What follows belongs to an exercise in optimizing a design on an open flow for small area and a short achievable clock period; a production flow would make more cautious choices.
RTL that was checked went through simulation tests only; none was proved equivalent to the original.
Power and IR drop assume default switching activity.

Setup of the reference run:
// fp_multiplier
module fp_multiplier (
    input         sign,
    input         clk,
    input         rst,
    input  [16:0] a,
    input  [16:0] b,
    output [17:0] out,
    output reg    overflow,
    output reg    underflow
);
  wire [17:0] xa = {sign & a[16], a};
  wire [17:0] yb = {sign & b[16], b};
  wire [8:0] neg_d, one_d, two_d;
  wire [18:0] ybz = {yb, 1'b0};
  genvar gi;
  generate for (gi = 0; gi < 9; gi = gi + 1) begin : benc
    wire y2 = ybz[2*gi+2], y1 = ybz[2*gi+1], y0 = ybz[2*gi];
    assign neg_d[gi] = y2 & ~(y1 & y0);
    assign one_d[gi] = y1 ^ y0;
    assign two_d[gi] = (y2 & ~y1 & ~y0) | (~y2 & y1 & y0);
  end endgenerate
  reg [17:0] xr;
  reg [8:0] negr, oner, twor;
  reg s1;
  always @(posedge clk) begin
    xr <= xa; negr <= neg_d; oner <= one_d; twor <= two_d; s1 <= sign;
  end
  wire [4:0] r8sel = one_d[8] ? xa[4:0] : two_d[8] ? {xa[3:0], 1'b0} : 5'd0;
  wire [5:0] r8sum = {1'b0, r8sel ^ {5{neg_d[8]}}} + neg_d[8];
  reg [5:0] r8r;
  always @(posedge clk) r8r <= r8sum;
  wire pp1, pp2, pp3, pp4, pp5, pp6, pp7, pp8, pp9, pp10, pp11, pp12;
  wire pp13, pp14, pp15, pp16, pp17, pp18, pp19, pp20, pp21, pp22, pp23, pp24;
  wire pp25, pp26, pp27, pp28, pp29, pp30, pp31, pp32, pp33, pp34, pp35, pp36;
  wire pp37, pp38, pp39, pp40, pp41, pp42, pp43, pp44, pp45, pp46, pp47, pp48;
  wire pp49, pp50, pp51, pp52, pp53, pp54, pp55, pp56, pp57, pp58, pp59, pp60;
  wire pp61, pp62, pp63, pp64, pp65, pp66, pp67, pp68, pp69, pp70, pp71, pp72;
  wire pp73, pp74, pp75, pp76, pp77, pp78, pp79, pp80, pp81, pp82, pp83, pp84;
  ...
Size: ~980 cells after synthesis, about 130 flip-flops, ~10,000 um2 of cells after synthesis.
clock: 8.0 ns
lec_check: 0
cap_margin: 20
core_margin: 2
core_utilization: 40
setup_slack_margin: 4.8
slew_margin: 20
synth_hierarchical: 1
standard.sh (not shown) runs the stock make flow with config.mk's settings and CLKGATE_MAP_FILE= SYNTH_SCRIPT=/design/flow/synth_recipe.tcl, a recipe that flattens the netlist after the stock synthesis.
==> flow/flow/run.sh <==
#!/bin/bash
# Standard layout, with a plain buffer (buf_2) on every input and output port,
# a clock tree of clkbuf_8 cells and no dummy clock loads.
set -euo pipefail
bash standard.sh "BUFFER_PORTS_ARGS=-buffer_cell sky130_fd_sc_hd__buf_2" \
  "CTS_ARGS=-sink_clustering_enable -repair_clock_nets -dont_use_dummy_load -buf_list sky130_fd_sc_hd__clkbuf_8" \
  finish > make_finish.log 2>&1
Input-level comparison between the trial run and the reference run:
--- a/flow/design.v
+++ b/flow/design.v
@@ -1,19 +1,19 @@
 module fp_multiplier (
     input         sign,
     input         clk,
     input         rst,
     input  [16:0] a,
     input  [16:0] b,
     output [17:0] out,
-    output reg    overflow,
-    output reg    underflow
+    output        overflow,
+    output        underflow
 );
   wire [17:0] xa = {sign & a[16], a};
   wire [17:0] yb = {sign & b[16], b};
   wire [8:0] neg_d, one_d, two_d;
   wire [18:0] ybz = {yb, 1'b0};
   genvar gi;
   generate for (gi = 0; gi < 9; gi = gi + 1) begin : benc
     wire y2 = ybz[2*gi+2], y1 = ybz[2*gi+1], y0 = ybz[2*gi];
     assign neg_d[gi] = y2 & ~(y1 & y0);
     assign one_d[gi] = y1 ^ y0;
@@ -441,21 +441,22 @@
   assign lP488 = lP480 & lP476;
   assign lG489 = lg459 | (lp460 & lG487);
   assign lP490 = lp460 & lP488;
   assign lG491 = lG471 | (lP472 & lG487);
   assign lP492 = lP472 & lP488;
   wire ck_w = lG491;
   wire [9:0] lzt = {((c393 ^ s394) ~^ (c391 | s392)), ((c391 ^ s392) ~^ (c389 | s390)), ((c389 ^ s390) ~^ (c387 | s388)), ((c387 ^ s388) ~^ (c385 | s386)), ((c385 ^ s386) ~^ (c383 | s384)), ((c383 ^ s384) ~^ (c381 | s382)), ((c381 ^ s382) ~^ (s380 | pp21)), ((s380 ^ pp21) ~^ (pp2 | 1'b0)), ((pp2 ^ 1'b0) ~^ (negr[0] | pp1)), ~(negr[0] ^ pp1)};
   wire [9:0] lot = {(c393 ^ s394), (c391 ^ s392), (c389 ^ s390), (c387 ^ s388), (c385 ^ s386), (c383 ^ s384), (c381 ^ s382), (s380 ^ pp21), (pp2 ^ 1'b0), (negr[0] ^ pp1)};
   wire [23:0] ha_w = {c441, c439, c437, c435, c433, c431, c429, c427, c425, c423, c421, c419, c417, c415, c413, c411, c409, c407, c405, c403, c401, c399, c397, c395};
   wire [23:0] hb_w = {s442, s440, s438, s436, s434, s432, s430, s428, s426, s424, s422, s420, s418, s416, s414, s412, s410, s408, s406, s404, s402, s400, s398, s396};
-  reg [23:0] ra, rb;
+  reg [23:0] ra;
+  reg [23:0] rb;
   reg lor, land, ck, s2, rst_d;
   always @(posedge clk) begin
     ra <= ha_w; rb <= hb_w; s2 <= s1; rst_d <= rst;
     lor <= ~&lzt; land <= &lot; ck <= ck_w;
   end
   assign hg493 = (ck & ck);
   assign hp494 = (ck ^ ck);
   assign hg495 = (ra[0] & rb[0]);
   assign hp496 = (ra[0] ^ rb[0]);
   assign hg497 = (ra[1] & rb[1]);
@@ -611,25 +612,36 @@
   assign hG647 = hG613 | (hP614 & hG629);
   assign hP648 = hP614 & hP630;
   assign hG649 = hG631 | (hP632 & hG629);
   assign hP650 = hP632 & hP630;
   wire [33:10] ph = {(hp542 ^ hG647), (hp540 ^ hG645), (hp538 ^ hG643), (hp536 ^ hG641), (hp534 ^ hG639), (hp532 ^ hG637), (hp530 ^ hG635), (hp528 ^ hG633), (hp526 ^ hG629), (hp524 ^ hG627), (hp522 ^ hG625), (hp520 ^ hG623), (hp518 ^ hG621), (hp516 ^ hG619), (hp514 ^ hG617), (hp512 ^ hG615), (hp510 ^ hG597), (hp508 ^ hG595), (hp506 ^ hG593), (hp504 ^ hG591), (hp502 ^ hG569), (hp500 ^ hG567), (hp498 ^ hG543), (hp496 ^ hg493)};
   wire neg = s2 & ph[33];
   wire ovf_w = neg ? ~&ph[33:25] : |ph[33:24];
   wire unf_w = neg ? ~(&ph[15:10] & land) : (|ph[15:10] | lor);
   wire clr = rst | rst_d;
   reg [17:0] out_r;
+  wire ovf0_w = |ph[32:24];
+  wire ovf1_w = ~s2 | ~&ph[32:25];
+  wire unf0_w = (|ph[15:10] | lor);
+  wire unf1_w = s2 ? ~(&ph[15:10] & land) : (|ph[15:10] | lor);
+  wire p33_w = ph[33];
+  reg ovf0_r, ovf1_r, unf0_r, unf1_r, p33_r;
   always @(posedge clk) begin
-    out_r     <= clr ? 18'd0 : ph[31:14];
-    overflow  <= clr ? 1'b0 : ovf_w;
-    underflow <= clr ? 1'b0 : unf_w;
+    out_r  <= clr ? 18'd0 : ph[31:14];
+    ovf0_r <= clr ? 1'b0 : ovf0_w;
+    ovf1_r <= clr ? 1'b0 : ovf1_w;
+    unf0_r <= clr ? 1'b0 : unf0_w;
+    unf1_r <= clr ? 1'b0 : unf1_w;
+    p33_r  <= p33_w;
   end
+  assign overflow = p33_r ? ovf1_r : ovf0_r;
+  assign underflow = p33_r ? unf1_r : unf0_r;
   assign out = out_r;
 endmodule
 module fp_fa (input a, input b, input c, output s, output co);
   assign s = a ^ b ^ c;
   assign co = (a & b) | (c & (a ^ b));
 endmodule
 module fp_ha (input a, input b, output s, output co);
   assign s = a ^ b;
   assign co = a & b;
 endmodule
==> results.txt <==
Final worst setup slack delta (the trial run -> the reference run): insignificant
The trial run ends up with higher worst slew slack as a fraction of its limit than the reference run does.
The trial run against the reference run; first-pass GRT wire length is down by a few percent.
The critical path depth in the trial run was lower than what the reference run gave.
Taking the reference run as the reference, in the trial run design internal power went down by about 1.5%; clock-cell share of area now sits at about the same level; layout overhead on the synthesized area rose 1.3 points; global routing met3 resource utilization now sits higher.
The run showing the greater count of fill cells added during filler insertion is the reference run.
For the trial run, only the layout was checked, not whether the RTL still works.

==> afterwards: timing with drivers on the ports <==
The flow's constraints put no driver on any port. The routed layouts listed below were extracted and timed again, unchanged, in two steps. Step 1: set_driving_cell puts a clkbuf_16 on clk and a buf_2 on each other input, an assumption about the parent block. Step 2, shift: input delay + t, output delay - t, t = (earliest + latest rising clock arrival at the registers) / 2. This alone moves slack from input paths to output paths. a / b / c = ideal / step 1 / step 2; a / b = the first two.
run	shift t [ns]	setup slack, ns	hold WS [ns]
the reference run	0.477	4.894 / 4.894 / 4.882	0.415 / 0.415 / 0.415
the trial run	0.474	4.892 / 4.892 / 4.892	0.398 / 0.398 / 0.398
After both steps setup and hold are still met in every run listed. For the reference run, which loses most, drivers alone change the setup slack by 0.000 ns; drivers and shift together by -0.012 ns.
